What follows belongs to an exercise in optimizing a design on an open flow for small area and a short achievable clock period; a production flow would make more cautious choices. Function was not checked in any run shown here: the RTL went through the layout flow alone. Power and IR drop assume default switching activity.

## flow/design.v (module list and top-level ports; edited modules follow where they fit)
// module fa: 4 lines
// module ha: 4 lines
// module top_fp_mul_N32_M23_E8: 1341 lines
module top_fp_mul_N32_M23_E8(input  wire clk,
                             input  wire [31:0] a1,
                             input  wire [31:0] b1,
                             output wire [31:0] y);
  // ...
==> flow/flow/run.sh <==
#!/bin/bash
bash standard.sh MATCH_CELL_FOOTPRINT=0 "BUFFER_PORTS_ARGS=-buffer_cell sky130_fd_sc_hd__buf_2" finish > standard.log 2>&1
==> flow/standard.sh <==
#!/bin/bash
# synth_recipe.tcl (not shown) runs the flow's synth.tcl, then flattens the netlist and writes it again
# the make line also repeats each setting of config.mk as NAME=value (left out here)
make -C /OpenROAD-flow-scripts/flow DESIGN_CONFIG=/design/flow/config.mk WORK_HOME=/design/flow/orfs CLKGATE_MAP_FILE= SYNTH_SCRIPT=/design/flow/synth_recipe.tcl "${@:-finish}"
==> flow/config.mk <==
export PLATFORM = sky130hd
export DESIGN_NAME = top_fp_mul_N32_M23_E8
export DESIGN_NICKNAME = top_fp_mul_N32_M23_E8
export VERILOG_FILES = /design/flow/design.v
export SDC_FILE = /design/flow/constraint.sdc
export NUM_CORES = 4
export LEC_CHECK = 0
export ABC_AREA = 1
export CAP_MARGIN = 20
export CORE_MARGIN = 2
export CORE_UTILIZATION = 40
export CTS_CLUSTER_SIZE = 30
export PLACE_DENSITY = 0.75
export SETUP_SLACK_MARGIN = 3.75
export SLEW_MARGIN = 70
export SYNTH_HIERARCHICAL = 1
==> flow/constraint.sdc <==
create_clock -name core_clock -period 8.5 [get_ports {clk}]
set_input_delay 1.7000 -clock core_clock [delete_from_list [all_inputs] [get_ports {clk}]]
set_output_delay 1.7000 -clock core_clock [all_outputs]
set_load 0.01 [all_outputs]
==> impl_results.md, run 1 <==
- Status: complete, no violations
- Synth cell types: 46
- Setup violations, final: 0
- Clock root cell: clkbuf_16
- Psw: 0.003494 W
- Peak Freq: 218.7 MHz
- Critical Path RT: 6.80 ns
- GR met3 Demand/Resource: 0.09003
- Clock net power: 0.000734 W
- Die area: 42,400 µm²
- Main synth FF type: dfxtp_1
- CP Data Arrival Time: 2.87 ns
- Main combinational cell family by area after synthesis: adder cells
- Minimum clock period: 4.572 ns
- Biggest Area Class: multi-input gates
- Clk pin slew, worst setup/hold paths: 0.07 ns
- N_taps: 525
- Comb. pwr: 0.00542 W
- Max Cap Viol: 0
- Most instantiated cells after synthesis: xor2_1 (296), fa_1 (266), o22ai_1 (244), nand2_1 (217), dfxtp_1 (129)
- Fin cells: 2,334
- Max power group: combinational logic
- DP Worst Slack: 4.263 ns
- Routability cong.: 0.9212
- Top routing layer used: met4
- Gr ovfl total: 0
- Critical path origin: rcj
- Sequential cell area: 2599 µm²
- Mean Syn Cell Area: 9.250 µm²
- Reg2reg path depth: 10
- Power Total: 0.007152 W
- Crit path buffers/inverters: 2
- Post-Syn Nets: 2,157
- Slowest cell on crit path: fa_1
- Critical path, cell by cell: ha_1 > or2_2 > fa_1 > inv_1 > o21ai_0 > a21oi_1 > xor2_1 > nand2_1 > nand2_1 > buf_2
- Post-layout util: 0.4499
- DRT antenna net count: 0
- Register share of the cell area: 0.1444
==> inputs of run 2 (changes only) <==
--- a/flow/design.v
+++ b/flow/design.v
@@ -1265,49 +1265,46 @@
   wire cg14 = (lx[15] & ly[15]) | ((lx[15] | ly[15]) & cg12);
   wire cp14 = (lx[15] | ly[15]) & cp12;
   wire cg15 = (lx[17] & ly[17]) | ((lx[17] | ly[17]) & (lx[16] & ly[16]));
   wire cp15 = (lx[17] | ly[17]) & (lx[16] | ly[16]);
   wire cg16 = cg14 | (cp14 & cg13);
   wire cp16 = cp14 & cp13;
   wire cg17 = (lx[18] & ly[18]) | ((lx[18] | ly[18]) & cg15);
   wire cp17 = (lx[18] | ly[18]) & cp15;
-  wire cg18 = (lx[21] & ly[21]) | ((lx[21] | ly[21]) & (lx[20] & ly[20]));
-  wire cp18 = (lx[21] | ly[21]) & (lx[20] | ly[20]);
-  wire cg19 = (lx[19] & ly[19]) | ((lx[19] | ly[19]) & cg17);
-  wire cp19 = (lx[19] | ly[19]) & cp17;
+  wire cg18 = (lx[20] & ly[20]) | ((lx[20] | ly[20]) & (lx[19] & ly[19]));
+  wire cp18 = (lx[20] | ly[20]) & (lx[19] | ly[19]);
+  wire cg19 = cg17 | (cp17 & cg16);
+  wire cp19 = cp17 & cp16;
   wire cg20 = cg18 | (cp18 & cg19);
   wire cp20 = cp18 & cp19;
-  wire cg21 = cg20 | (cp20 & cg16);
-  wire cp21 = cp20 & cp16;
-  wire [22:22] lsum;
-  assign lsum[22] = cg21;
-  wire [0:0] mx = {c231 ^ s250};    
-  wire [0:0] my = {c231 & s250};    
+  wire q_c21 = cg20;    
+  wire q_g21 = lx[21] & ly[21], q_t21 = lx[21] | ly[21];
+  wire q_g22 = c231 & s250, q_t22 = c231 | s250;
+  wire q_c22 = q_g21 | (q_t21 & q_c21);
+  wire q_c23n = q_g22 | (q_t22 & q_g21) | (q_t22 & q_t21 & q_c21);
+  wire q_p22n = (c231 ^ s250) ^ q_c22;
   wire [24:0] hx = {(c579 ^ n11), (c577 ^ s578), (c573 ^ s576), (c569 ^ s572), (c563 ^ s568), (c557 ^ s562), (c549 ^ s556), (c541 ^ s548), (c531 ^ s540), (c521 ^ s530), (c509 ^ s520), (c497 ^ s508), (c483 ^ s496), (c469 ^ s482), (c453 ^ s468), (c437 ^ s452), (c419 ^ s436), (c401 ^ s418), (c381 ^ s400), (c361 ^ s380), (c339 ^ s360), (c317 ^ s338), (c295 ^ s316), (c273 ^ s294), s272};
   wire [23:0] hy = {(c579 & n11), (c577 & s578), (c573 & s576), (c569 & s572), (c563 & s568), (c557 & s562), (c549 & s556), (c541 & s548), (c531 & s540), (c521 & s530), (c509 & s520), (c497 & s508), (c483 & s496), (c469 & s482), (c453 & s468), (c437 & s452), (c419 & s436), (c401 & s418), (c381 & s400), (c361 & s380), (c339 & s360), (c317 & s338), (c295 & s316), (c273 & s294)};
   reg  [24:0] rx;           
   reg  [23:0] ry;
-  reg  [0:0] rmx, rmy;     
-  reg         rcj, rS2, rs2;
+  reg         rc23, rr0, rr1, rs2;   
   reg  [7:0]  re2;
   always @(posedge clk) begin
     rx   <= hx;
     ry   <= hy;
-    rmx  <= mx;
-    rmy  <= my;
-    rcj  <= lsum[22];
-    rS2  <= rS;
+    rc23 <= q_c23n;
+    rr0  <= q_p22n & rS;
+    rr1  <= q_p22n | rS;
     rs2  <= rs;
     re2  <= re;
   end
-  wire q_p22 = rmx[0] ^ rcj;
-  wire q_c23 = rmy[0] | (rmx[0] & rcj);
-  wire r1 = q_p22 | rS2;
-  wire r0 = q_p22 & rS2;
+  wire q_c23 = rc23;
+  wire r1 = rr1;
+  wire r0 = rr0;
   wire q_p0 = rx[0] ^ q_c23;
   wire q_g0 = rx[0] & q_c23;
   wire ci_n  = q_g0;                  
   wire ci_r0 = q_g0 | (q_p0 & r0);
   wire ci_r1 = q_g0 | (q_p0 & r1);
   wire [24:1] p, g;
   genvar b;
   generate for (b = 1; b <= 24; b = b + 1) begin : g_pg
--- a/flow/config.mk
+++ b/flow/config.mk
@@ -6,11 +6,11 @@
 export NUM_CORES = 4
 export LEC_CHECK = 0
 export ABC_AREA = 1
 export CAP_MARGIN = 20
 export CORE_MARGIN = 2
 export CORE_UTILIZATION = 40
 export CTS_CLUSTER_SIZE = 30
 export PLACE_DENSITY = 0.75
-export SETUP_SLACK_MARGIN = 3.75
+export SETUP_SLACK_MARGIN = 4.0
 export SLEW_MARGIN = 70
 export SYNTH_HIERARCHICAL = 1
==> impl_results.md, run 2 <==
- RSZ-0062 raised after global routing: yes (unchanged)
- Main synth FF type: dfxtp_1 (unchanged)
- Worst-Skew Late Latency: 0.44 ns (was 0.46 ns)
- Max-slew violation count: 0 (unchanged)
- Mean Syn Cell Area: 9.391 µm² (was 9.250 µm²)
- Post-DP HPWL: 32,530 µm (was 33,780 µm)
- Gr ovfl total: 0 (unchanged)
- Rel. slew slack: 0.6962 (was 0.6995)
- H-tree levels: 4 (unchanged)
- Starting Density: 0.4046 (was 0.4076)
- CP Data Arrival Time: 2.79 ns (was 2.87 ns)
- Synth cell types: 47 (was 46)
- Clk network pwr share: 0.101 (was 0.103)
- TritonCTS Sinks: 128 (was 129)
- Clock root cell: clkbuf_16 (unchanged)
- Post-synth EDFFs: 0 (unchanged)
- CTS max path bufs: 2 (unchanged)
- Final hold violations: 0 (unchanged)
- Leak: 7.828 nW (was 7.873 nW)
- CTS Buf Count: 17 (unchanged)
- DRC viols: 0 (unchanged)
- Power Dens Cells: 413.4 nW/µm² (was 397.4 nW/µm²)
- Core box area: 39,640 µm² (was 40,010 µm²)
- Post-Syn Nets: 2,102 (was 2,157)
- Peak supply drop: 0.0001843 V (was 0.0002571 V)
- Register area share after synthesis: 0.1598 (was 0.1584)
- Die area: 41,720 µm² (was 42,400 µm²)
- Crit Path Class: flip-flop to primary output (unchanged)
- Drt first pass iters: 7 (was 6)
- First-pass GRT wire length: 75,950 µm (was 77,740 µm)
- Minimum clock period: 4.490 ns (was 4.572 ns)
- Initial antenna violation count: 0 (unchanged)
- Total number of yosys warnings: 7 (unchanged)
- Status: complete, no violations (unchanged)
- Routability cong.: 0.9060 (was 0.9212)
- Largest net degree at the start of global routing: 28 (was 41)
- Count leader, synth: xor2_1 (unchanged)
- Mapped cell area: 16,040 µm² (was 16,310 µm²)
- Post-route setup TNS: 0 ns (unchanged)
- Die height: 204.2 µm (was 205.9 µm)
- CP Launch Type: flip-flop (unchanged)
- Most frequent cells in the layout: xor2_1 (312), fa_1 (266), o22ai_1 (245) (was xor2_1 (296), fa_1 (266), o22ai_1 (244))
- I/O Buffers: 96 (unchanged)
- Setup violations, final: 0 (unchanged)
- Vias: 13,700 (was 13,940)
- Fill count: 3,697 (was 3,762)
- Most instantiated cells after synthesis: xor2_1 (312), fa_1 (266), o22ai_1 (245), nand2_1 (149), inv_1 (138) (was xor2_1 (296), fa_1 (266), o22ai_1 (244), nand2_1 (217), dfxtp_1 (129))
- Psw: 0.003651 W (was 0.003494 W)
- Setup crit end kind: primary output (unchanged)
- Sw Ratio: 0.4899 (was 0.4886)
- Initial drt markers: 1,773 (was 1,776)
- DRT antenna net count: 0 (unchanged)
- Max Cap Viol: 0 (unchanged)
- CP max FO: 5 (was 8)
- Reg2reg path depth: 18 (was 10)
- Internal power: 0.003802 W (was 0.003657 W)
- Wire per inst: 21.34 µm (was 21.29 µm)
- Worst slew pin tran: 0.4518 ns (was 0.4452 ns)
- Syn Inst Count: 1,708 (was 1,763)
- Final WL: 48,790 µm (was 49,690 µm)
- Overall Global Routing Usage: 0.2323 (was 0.2373)
- Hold Path Depth: 0 (unchanged)
- Post-synth top area cell: fa_1 (unchanged)
- Via-per-instance ratio: 5.990 (was 5.973)
- Clk_skew: 0.01411 ns (was 0.02202 ns)
- Syn-to-layout area delta: 12.40% (was 10.37%)
- Max reg flops: 25 (unchanged)
- Area contributors post-synth: fa_1 (33%), xor2_1 (17%), dfxtp_1 (16%) (was fa_1 (33%), xor2_1 (16%), dfxtp_1 (16%))
- Yosys reg bits: 128 (was 129)
- CTS tree: done (unchanged)
- Top-area cell type share of the netlist area: 0.3320 (was 0.3265)
- Die Wd: 204.2 µm (was 205.9 µm)
- Clk pin slew, worst setup/hold paths: 0.06 ns (was 0.07 ns)
- Sequential Power Share: 0.138 (was 0.140)
- Sequential cell area: 2625 µm² (was 2599 µm²)
- Ports: 97 (unchanged)
- Vias in the first global route: 14,230 (was 14,470)
- Fin nets: 2,142 (was 2,191)
- Critical Path RT: 6.80 ns (about the same)
- FP Rows: 73 (unchanged)
- Post-route clock period utilization: 0.5283 (was 0.5379)
- Combinational power share: 0.761 (was 0.757)
- Hold Path Class: flip-flop to flip-flop (unchanged)
- Fin Hold WS: 0.3237 ns (was 0.3262 ns)
- Fraction of registers with async set/reset: 0 (unchanged)
- Multi-input gate area: 12,630 µm² (was 12,720 µm²)
- Peak Freq: 222.7 MHz (was 218.7 MHz)
- Share of layout cells above drive strength 1: 0.1442 (was 0.1205)
- Most common cell after layout, fill and taps aside: xor2_1 (unchanged)
run 2: cell types whose count changed in the layout (fill, tap and decap cells not counted), moves of 6 or more:
cell | previous run | this run
inv_1 | 121 | 135
a21oi_1 | 29 | 23
nand3_1 | 30 | 20
dfxtp_1 | 124 | 108
dfxtp_4 | 4 | 15
xor2_1 | 296 | 312
o21ai_0 | 49 | 60
nor2_1 | 58 | 70
xnor2_1 | 22 | 16
nand2_1 | 217 | 141
run 2: per-stage QoR:
step	total power (W)	instances	setup slack [ns]	util	area, µm²
3_3_place_gp	0.006082	2236	3.923	0.4276	16950
3_5_place_dp	0.006376	2236	3.894	0.4302	17050
5_1_grt	0.008303	2286	3.865	0.4547	18030
6_report	0.007453	2287	4.010	0.4548	18030
2_1_floorplan	0.004775	1708	4.234	-	16040
4_1_cts	0.007278	2274	3.999	0.4484	17770
run 2: worst max-delay path: stages (launching register included):
cell	delay, ns
dfxtp_1	0.48
nand2_1	0.16
nor3_4	0.23
nand2_2	0.15
nor2_4	0.17
nand3_1	0.14
nand3_4	0.14
or2_4	0.19
nand2_8	0.11
buf_12	0.15
nor2_1	0.12
xor2_1	0.17
buf_2	0.15
run 2: final timing paths:
kind	startpoint	endpoint	slack, ns
setup / recovery	rx[13]	y[26]	4.01
hold reg to reg	re[2]	re2[2]	0.32
hold / removal	re[2]	re2[2]	0.32
setup reg to reg	ra_n[12]	rr1	4.35
run 2: final cells by class:
cell class / count / share of cell area
clock buffers: 19 / 0.02401
well taps: 525 / 0.03644
diodes: 1 / 0.0001388
flip-flops and latches: 128 / 0.1456
clock inverters: 13 / 0.009716
inverters: 139 / 0.02977
multi-input cells: 1308 / 0.7005
repair buffers: 154 / 0.05379
run 2: Yosys stat by module, one instance, submodules excluded:
| module | copies in the design | cells inside | cell area, µm² | flip-flops and latches |
|---|---|---|---|---|
| top_fp_mul_N32_M23_E8 | 1 | 1424 | 10500 | 128 |
| ha | 20 | 1 | 12.51 | 0 |
| fa | 264 | 1 | 20.02 | 0 |
run 2: what timing repair did:
| action | 4_1_cts | 5_1_grt |
|---|---|---|
| buffers inserted | 4 | 12 |
| pin swaps | 4 | 11 |
| endpoints found under the setup margin | 29 | 31 |
| gates cloned | 2 | 0 |
| gates resized for setup | 16 | 39 |
| hold buffers | 0 | 0 |
run 2: metal layers:
layer	global-route usage	wire length, µm	part of all wire
met1	0.2961	18620	0.38
met2	0.3666	21930	0.45
met3	0.07175	6287	0.13
met4	0.09472	1960	0.040
met5	0	0	0
run 2: cells by family after synthesis:
family / after synthesis / synth area share
adders and majority gates: 329 / 0.3812
buffers and inverters: 274 / 0.06623
and+or+nand+nor: 258 / 0.06389
AOI/OAI and AO/OA: 391 / 0.1499
DFF: 128 / 0.1598
xor gates and xnor gates: 328 / 0.1791
run 2: power by group through the flow:
stage                     logic, W  clock network (W)  registers, W
after global placement     0.00506                  0       0.00102
after detailed placement   0.00535                  0       0.00102
after floorplan            0.00381                  0      0.000969
final                      0.00567           0.000752       0.00103
after global routing       0.00647           0.000792       0.00104
after CTS                  0.00550           0.000764       0.00101
==> inputs of run 3 (changes only) <==
--- a/flow/config.mk
+++ b/flow/config.mk
@@ -8,9 +8,9 @@
 export ABC_AREA = 1
 export CAP_MARGIN = 20
 export CORE_MARGIN = 2
-export CORE_UTILIZATION = 40
+export CORE_UTILIZATION = 50
 export CTS_CLUSTER_SIZE = 30
-export PLACE_DENSITY = 0.75
+export PLACE_DENSITY = 0.8
 export SETUP_SLACK_MARGIN = 4.0
 export SLEW_MARGIN = 70
 export SYNTH_HIERARCHICAL = 1
==> impl_results.md, run 3 <==
- Peak supply drop: 0.0002277 V (was 0.0001843 V)
- Fraction of registers with async set/reset: 0 (unchanged)
- Largest net degree at the start of global routing: 28 (unchanged)
- Critical path, cell by cell: inv_1 > nor3_2 > nand2_2 > nor2_4 > nand3_1 > nand3_2 > or2_4 > nand2_8 > buf_12 > nor2_1 > xor2_1 > buf_2 (was nand2_1 > nor3_4 > nand2_2 > nor2_4 > nand3_1 > nand3_4 > or2_4 > nand2_8 > buf_12 > nor2_1 > xor2_1 > buf_2)
- Initial drt markers: 1,831 (was 1,773)
- DRT antenna net count: 0 (unchanged)
- Crit path largest cell delay: 0.43 ns (was 0.48 ns)
- Wire per inst: 21.77 µm (was 21.34 µm)
- Clock root cell: clkbuf_16 (unchanged)
- Leak: 7.813 nW (was 7.828 nW)
- Worst slew pin tran: 0.4303 ns (was 0.4518 ns)
- Clk pin slew, worst setup/hold paths: 0.06 ns (about the same)
- Crit Path Class: flip-flop to primary output (unchanged)
- Drt first pass iters: 8 (was 7)
- Initial antenna violation count: 0 (unchanged)
- Slowest cell on crit path: dfxtp_1 (unchanged)
- RSZ-0062 raised after global routing: yes (unchanged)
- First-pass GRT wire length: 73,820 µm (was 75,950 µm)
- CTS max path bufs: 2 (unchanged)
- Post-route setup TNS: 0 ns (unchanged)
- Critical Path RT: 6.80 ns (about the same)
- Syn Inst Count: 1,708 (unchanged)
- Minimum clock period: 4.477 ns (was 4.490 ns)
- Most frequent cells in the layout: xor2_1 (312), fa_1 (266), o22ai_1 (245) (unchanged)
- Sw Ratio: 0.4859 (was 0.4899)
- Antenna diodes: 0 (was 1)
- Worst-Skew Late Latency: 0.44 ns (about the same)
- Peak Freq: 223.4 MHz (was 222.7 MHz)
- Count leader, synth: xor2_1 (unchanged)
- Power Dens Cells: 406.5 nW/µm² (was 413.4 nW/µm²)
- Share of layout cells above drive strength 1: 0.1378 (was 0.1442)
- Psw: 0.003519 W (was 0.003651 W)
- Starting Density: 0.5083 (was 0.4046)
- Die area: 33,530 µm² (was 41,720 µm²)
- Fin Hold WS: 0.3282 ns (was 0.3237 ns)
- Routability cong.: 0.9233 (was 0.9060)
- Area contributors post-synth: fa_1 (33%), xor2_1 (17%), dfxtp_1 (16%) (unchanged)
- Mean Syn Cell Area: 9.391 µm² (unchanged)
- Total number of yosys warnings: 7 (unchanged)
- Max Cap Viol: 0 (unchanged)
- Die Wd: 183.1 µm (was 204.2 µm)
- CP Data Arrival Time: 2.78 ns (was 2.79 ns)
- Syn-to-layout area delta: 11.07% (was 12.40%)
- H-tree levels: 4 (unchanged)
- Gr ovfl total: 0 (unchanged)
- Post-cts hold buffer count: 0 (unchanged)
- Max reg flops: 25 (unchanged)
- Main synth FF type: dfxtp_1 (unchanged)
- Combinational power share: 0.758 (was 0.761)
- Post-placement cell count: 2,121 (was 2,236)
- CP max FO: 6 (was 5)
- Setup violations, final: 0 (unchanged)
- Rel. slew slack: 0.7131 (was 0.6962)
- Die height: 183.1 µm (was 204.2 µm)
- Yosys reg bits: 128 (unchanged)
- Crit path buffers/inverters: 3 (was 2)
- Vias in the first global route: 14,040 (was 14,230)
- Core box area: 31,560 µm² (was 39,640 µm²)
- Post-synth EDFFs: 0 (unchanged)
- Max-slew violation count: 0 (unchanged)
- Hold Path Class: flip-flop to flip-flop (unchanged)
- Setup crit end kind: primary output (unchanged)
- Ports: 97 (unchanged)
- FP Rows: 65 (was 73)
- Post-route clock period utilization: 0.5267 (was 0.5283)
- DRC viols: 0 (unchanged)
- Internal power: 0.003722 W (was 0.003802 W)
- Most instantiated cells after synthesis: xor2_1 (312), fa_1 (266), o22ai_1 (245), nand2_1 (149), inv_1 (138) (unchanged)
- CTS tree: done (unchanged)
- Clk network pwr share: 0.102 (was 0.101)
- I/O Buffers: 96 (unchanged)
- Post-Syn Nets: 2,102 (unchanged)
- Vias: 13,600 (was 13,700)
- Via-per-instance ratio: 6.281 (was 5.990)
- Top delay family on crit path: simple AND/OR/NAND/NOR gates (unchanged)
- Top-area cell type share of the netlist area: 0.3320 (unchanged)
- Synth cell types: 47 (unchanged)
- Overall Global Routing Usage: 0.2821 (was 0.2323)
- Final WL: 47,130 µm (was 48,790 µm)
- Post-DP HPWL: 31,620 µm (was 32,530 µm)
- Fin cells: 2,165 (was 2,287)
- Sequential Power Share: 0.140 (was 0.138)
- Final hold violations: 0 (unchanged)
- Mapped cell area: 16,040 µm² (unchanged)
- Status: complete, no violations (unchanged)
- Most common cell after layout, fill and taps aside: xor2_1 (unchanged)
- Fin nets: 2,144 (was 2,142)
- CP Launch Type: flip-flop (unchanged)
- CTS Buf Count: 17 (unchanged)
- Register area share after synthesis: 0.1598 (unchanged)
- TritonCTS Sinks: 128 (unchanged)
- Post-synth top area cell: fa_1 (unchanged)
- Clk_skew: 0.009411 ns (was 0.01411 ns)
## run 3: cell counts after synthesis
No cell type changed its count.
## run 3: power by group through the flow
| stage | logic [W] | registers [W] | clock network [W] |
|---|---|---|---|
| after CTS | 0.00536 | 0.00100 | 0.000749 |
| after global routing | 0.00624 | 0.00103 | 0.000776 |
| after detailed placement | 0.00525 | 0.00101 | 0 |
| final | 0.00549 | 0.00102 | 0.000739 |
| after floorplan | 0.00381 | 0.000969 | 0 |
| after global placement | 0.00498 | 0.00100 | 0 |
## run 3: Yosys stat by module (local to each module, per instance)
module	cells inside	flip-flops and latches
ha	1	0
fa	1	0
top_fp_mul_N32_M23_E8	1424	128
## run 3: worst paths after layout
check                           startpoint  endpoint  slack, ns  cells after the start
worst min-delay path                 re[7]    re2[7]       0.33                      0
worst max register to register     ra_n[5]       rr1       4.29                     14
worst max-delay path                rx[16]     y[26]       4.02                     12
worst min register to register       re[7]    re2[7]       0.33                      0
## run 3: logic make-up (layout without fill, tap and decap cells)
| kind of cell | Yosys count | count (layout) | share of synthesized area |
|---|---|---|---|
| AOI/OAI and AO/OA | 391 | 391 | 0.1499 |
| adders and majority gates | 329 | 329 | 0.3812 |
| and+or+nand+nor | 258 | 259 | 0.06389 |
| buffers and inverters | 274 | 328 | 0.06623 |
| DFF | 128 | 128 | 0.1598 |
| xor gates and xnor gates | 328 | 328 | 0.1791 |
## run 3: metal layers
metal | GRT usage | share of wire | vias to the layer above
met2 | 0.4468 | 0.45 | 1139
met1 | 0.3578 | 0.37 | 6476
met3 | 0.09174 | 0.14 | 229
met5 | 0 | 0 | -
li1 | - | - | 5755
met4 | 0.1158 | 0.043 | 0
## run 3: layout make-up
type / count / area (µm²)
Tap cell: 402 / 503.0
Multi-Input combinational cell: 1307 / 12550
Timing Repair Buffer: 157 / 1025
Fill cell: 2623 / 13740
Inverter: 139 / 531.8
Clock buffer: 20 / 457.9
Clock inverter: 12 / 146.4
Sequential cell: 128 / 2603
## run 3: what timing repair did
action / 4_1_cts / 5_1_grt
gates resized for setup: 8 / 29
buffers inserted: 2 / 9
pin swaps: 2 / 12
cloned: 1 / 0
setup endpoints to repair: 22 / 31
## run 3: per-stage QoR
stage / setup WS (ns) / total power, W / util / instance area (µm²)
2_1_floorplan: 4.234 / 0.004775 / - / 16040
3_3_place_gp: 3.998 / 0.005978 / 0.5337 / 16840
3_5_place_dp: 3.990 / 0.006263 / 0.5374 / 16960
4_1_cts: 4.022 / 0.007108 / 0.5591 / 17640
5_1_grt: 3.876 / 0.008051 / 0.5646 / 17810
6_report: 4.023 / 0.007241 / 0.5646 / 17810
==> inputs of run 4 (changes only) <==
--- a/flow/config.mk
+++ b/flow/config.mk
@@ -11,6 +11,6 @@
 export CORE_UTILIZATION = 50
 export CTS_CLUSTER_SIZE = 30
 export PLACE_DENSITY = 0.8
-export SETUP_SLACK_MARGIN = 4.0
+export SETUP_SLACK_MARGIN = 4.25
 export SLEW_MARGIN = 70
 export SYNTH_HIERARCHICAL = 1
==> impl_results.md, run 4 <==
- CTS max path bufs: 2 (unchanged)
- Hold Path Depth: 0 (unchanged)
- Drt first pass iters: 8 (unchanged)
- Most common cell after layout, fill and taps aside: xor2_1 (unchanged)
- Area contributors post-synth: fa_1 (33%), xor2_1 (17%), dfxtp_1 (16%) (unchanged)
- Routability cong.: 0.9385 (was 0.9233)
- CTS Buf Count: 17 (unchanged)
- Initial antenna violation count: 0 (unchanged)
- Overall Global Routing Usage: 0.2891 (was 0.2821)
- Status: complete, no violations (unchanged)
- Clk_skew: 0.008593 ns (was 0.009411 ns)
- Count leader, synth: xor2_1 (unchanged)
- Peak supply drop: 0.0002448 V (was 0.0002277 V)
- Max-slew violation count: 0 (unchanged)
- Post-synth EDFFs: 0 (unchanged)
- CP Launch Type: flip-flop (unchanged)
- Top delay family on crit path: simple AND/OR/NAND/NOR gates (unchanged)
- Worst slew pin tran: 0.4263 ns (was 0.4303 ns)
- Share of layout cells above drive strength 1: 0.1505 (was 0.1378)
- DRC viols: 0 (unchanged)
- Clk pin slew, worst setup/hold paths: 0.05 ns (was 0.06 ns)
- Setup crit end kind: primary output (unchanged)
- Post-route setup slack: 4.025 ns (was 4.023 ns)
- Die Wd: 183.1 µm (unchanged)
- Crit path largest cell delay: 0.34 ns (was 0.43 ns)
- FF-to-FF setup slack: 4.33 ns (was 4.29 ns)
- Most instantiated cells after synthesis: xor2_1 (312), fa_1 (266), o22ai_1 (245), nand2_1 (149), inv_1 (138) (unchanged)
- Register area share after synthesis: 0.1598 (unchanged)
- Largest net degree at the start of global routing: 28 (unchanged)
- Vias: 13,820 (was 13,600)
- Post-route setup TNS: 0 ns (unchanged)
- Clock root cell: clkbuf_16 (unchanged)
- Fraction of registers with async set/reset: 0 (unchanged)
- Max Cap Viol: 0 (unchanged)
- Max reg flops: 25 (unchanged)
- DRT antenna net count: 0 (unchanged)
- Top-area cell type share of the netlist area: 0.3320 (unchanged)
- Minimum clock period: 4.475 ns (was 4.477 ns)
- Peak Freq: 223.5 MHz (was 223.4 MHz)
- Reg2reg start: ra_n[18] (was ra_n[5])
- CTS tree: done (unchanged)
- Core box area: 31,560 µm² (unchanged)
- Mean Syn Cell Area: 9.391 µm² (unchanged)
- I/O Buffers: 96 (unchanged)
- Critical path origin: rx[10] (was rx[16])
- Die area: 33,530 µm² (unchanged)
- Syn Inst Count: 1,708 (unchanged)
- Main synth FF type: dfxtp_1 (unchanged)
- CP Data Arrival Time: 2.78 ns (about the same)
- Post-DP HPWL: 31,480 µm (was 31,620 µm)
- Synth cell types: 47 (unchanged)
- Post-cts hold buffer count: 0 (unchanged)
- FP Rows: 65 (unchanged)
- Post-route clock period utilization: 0.5265 (was 0.5267)
- Power Dens Cells: 415.4 nW/µm² (was 406.5 nW/µm²)
- Syn-to-layout area delta: 13.02% (was 11.07%)
- Critical path, cell by cell: a21oi_2 > nor2_1 > nor2_2 > nor2_1 > nor2_2 > inv_2 > a21oi_4 > o21ai_4 > buf_4 > a21oi_4 > o21ai_1 > nand2_1 > nand2_1 > nand2_1 > nand3_1 > and2_1 > buf_2 (was inv_1 > nor3_2 > nand2_2 > nor2_4 > nand3_1 > nand3_2 > or2_4 > nand2_8 > buf_12 > nor2_1 > xor2_1 > buf_2)
- Most frequent cell on the critical path: nand2_1
- Crit path buffers/inverters: 3 (unchanged)
- Antenna diodes: 0 (unchanged)
- First-pass GRT wire length: 75,620 µm (was 73,820 µm)
- Via-per-instance ratio: 6.370 (was 6.281)
- Setup violations, final: 0 (unchanged)
- Leak: 7.936 nW (was 7.813 nW)
- Hold Path Class: flip-flop to flip-flop (unchanged)
- Fin nets: 2,149 (was 2,144)
- Gr ovfl total: 0 (unchanged)
- Reg2reg path depth: 10 (was 14)
- Die height: 183.1 µm (unchanged)
- Wire per inst: 22.53 µm (was 21.77 µm)
- Hold path startpoint: re[6] (was re[7])
- Slowest cell on crit path: dfxtp_2 (was dfxtp_1)
- Vias in the first global route: 14,430 (was 14,040)
- Yosys reg bits: 128 (unchanged)
- Post-Syn Nets: 2,102 (unchanged)
- Crit. path cell count: 17 (was 12)
- Final WL: 48,880 µm (was 47,130 µm)
- Rel. slew slack: 0.7122 (was 0.7131)
- Starting Density: 0.5083 (unchanged)
- Worst setup path endpoint: y[22] (was y[26])
- Post-synth top area cell: fa_1 (unchanged)
- H-tree levels: 4 (unchanged)
- Mapped cell area: 16,040 µm² (unchanged)
- Crit Path Class: flip-flop to primary output (unchanged)
- CP max FO: 5 (was 6)
- Ports: 97 (unchanged)
- RSZ-0062 raised after global routing: yes (unchanged)
- Most frequent cells in the layout: xor2_1 (311), fa_1 (266), o22ai_1 (242) (was xor2_1 (312), fa_1 (266), o22ai_1 (245))
- Reg2reg end: rx[1] (was rr1)
- TritonCTS Sinks: 128 (unchanged)
- DP Worst Slack: 4.137 ns (was 3.990 ns)
- Total number of yosys warnings: 7 (unchanged)
- Worst-Skew Late Latency: 0.43 ns (was 0.44 ns)
- Initial drt markers: 1,883 (was 1,831)
- Final hold violations: 0 (unchanged)
- Critical Path RT: 6.80 ns (about the same)
-- run 4: cell counts after synthesis --
No cell type changed its count.
-- run 4: logic make-up (layout without fill, tap and decap cells) --
logic type,after synthesis,in the layout,share of synthesized area
compound gates,391,391,0.1499
fa+ha+maj,329,329,0.3812
xor+xnor,328,328,0.1791
buf+inv,274,333,0.06623
simple gates,258,259,0.06389
flops,128,128,0.1598
-- run 4: worst min path at each step --
stage                        end  slack [ns]
after floorplan           re2[0]        0.31
after global placement    re2[1]        0.31
after detailed placement  re2[3]        0.31
after CTS                 re2[3]        0.33
after global routing      re2[0]        0.33
final                     re2[6]        0.32
-- run 4: timing repair --
action | in CTS | in global routing
buffers inserted | 7 | 11
cloned | 1 | 0
gates resized for setup | 31 | 86
setup endpoints to repair | 31 | 34
pin swaps | 9 | 16
-- run 4: cell type report --
| class | instances | area (µm²) |
|---|---|---|
| clock inverters | 12 | 122.6 |
| multi-input cells | 1307 | 12680 |
| well taps | 402 | 503.0 |
| clock buffers | 20 | 457.9 |
| flip-flops and latches | 128 | 2606 |
| repair buffers | 162 | 1221 |
| fillers | 2562 | 13430 |
| inverters | 139 | 540.5 |
-- run 4: power breakdown --
group          leakage, nW  internal [W]  switching [W]
registers             1.08      0.000863       0.000150
clock network        0.282      0.000425       0.000278
logic                 6.57       0.00254        0.00328
total                 7.94       0.00383        0.00370
-- run 4: metrics by stage --
stage / power (W) / utilization / cells / hold WS [ns] / area [µm²]
after floorplan: 0.004775 / - / 1708 / 0.3096 / 16040
after global placement: 0.005983 / 0.5337 / 2119 / 0.3102 / 16840
after detailed placement: 0.006313 / 0.5360 / 2119 / 0.3121 / 16910
after CTS: 0.007243 / 0.5600 / 2159 / 0.3259 / 17670
after global routing: 0.008288 / 0.5745 / 2170 / 0.3323 / 18130
final: 0.007530 / 0.5745 / 2170 / 0.3248 / 18130
-- run 4: metal layers --
layer,wire length [µm],track usage
met3,6539,0.09770
met5,0,0
met1,17870,0.3602
met4,2682,0.1546
met2,21790,0.4455
-- run 4: Yosys stat by module, one instance, submodules excluded --
module | copies in the design | area [µm²] | cells
fa | 264 | 20.02 | 1
ha | 20 | 12.51 | 1
top_fp_mul_N32_M23_E8 | 1 | 10500 | 1424

-- static timing again, ports no longer ideal --
How much do the figures lean on ideal ports? The routed layouts below were timed once more, with nothing changed but the port constraints.
Step 1 (the two cells are an assumption about what drives the block):
set clk [get_ports {clk}]
set_driving_cell -lib_cell sky130_fd_sc_hd__clkbuf_16 $clk
set_driving_cell -lib_cell sky130_fd_sc_hd__buf_2 [delete_from_list [all_inputs] $clk]
Step 2 also shifts input and output timing later by t, the mid clock arrival at the registers, as if the neighbouring blocks saw the same clock.
a / b / c = no drivers / after step 1 / after step 2; a / b = the first two.
| run | shift t [ns] | setup WS [ns] | hold WS [ns] |
|---|---|---|---|
| run 1 | 0.495 | 3.928 / 3.879 / 4.212 | 0.326 / 0.326 / 0.326 |
| run 2 | 0.478 | 4.010 / 3.961 / 4.345 | 0.324 / 0.324 / 0.324 |
| run 3 | 0.476 | 4.023 / 3.978 / 4.293 | 0.328 / 0.328 / 0.328 |
| run 4 | 0.475 | 4.025 / 3.976 / 4.330 | 0.325 / 0.325 / 0.325 |
After both steps setup and hold are still met in every run listed.
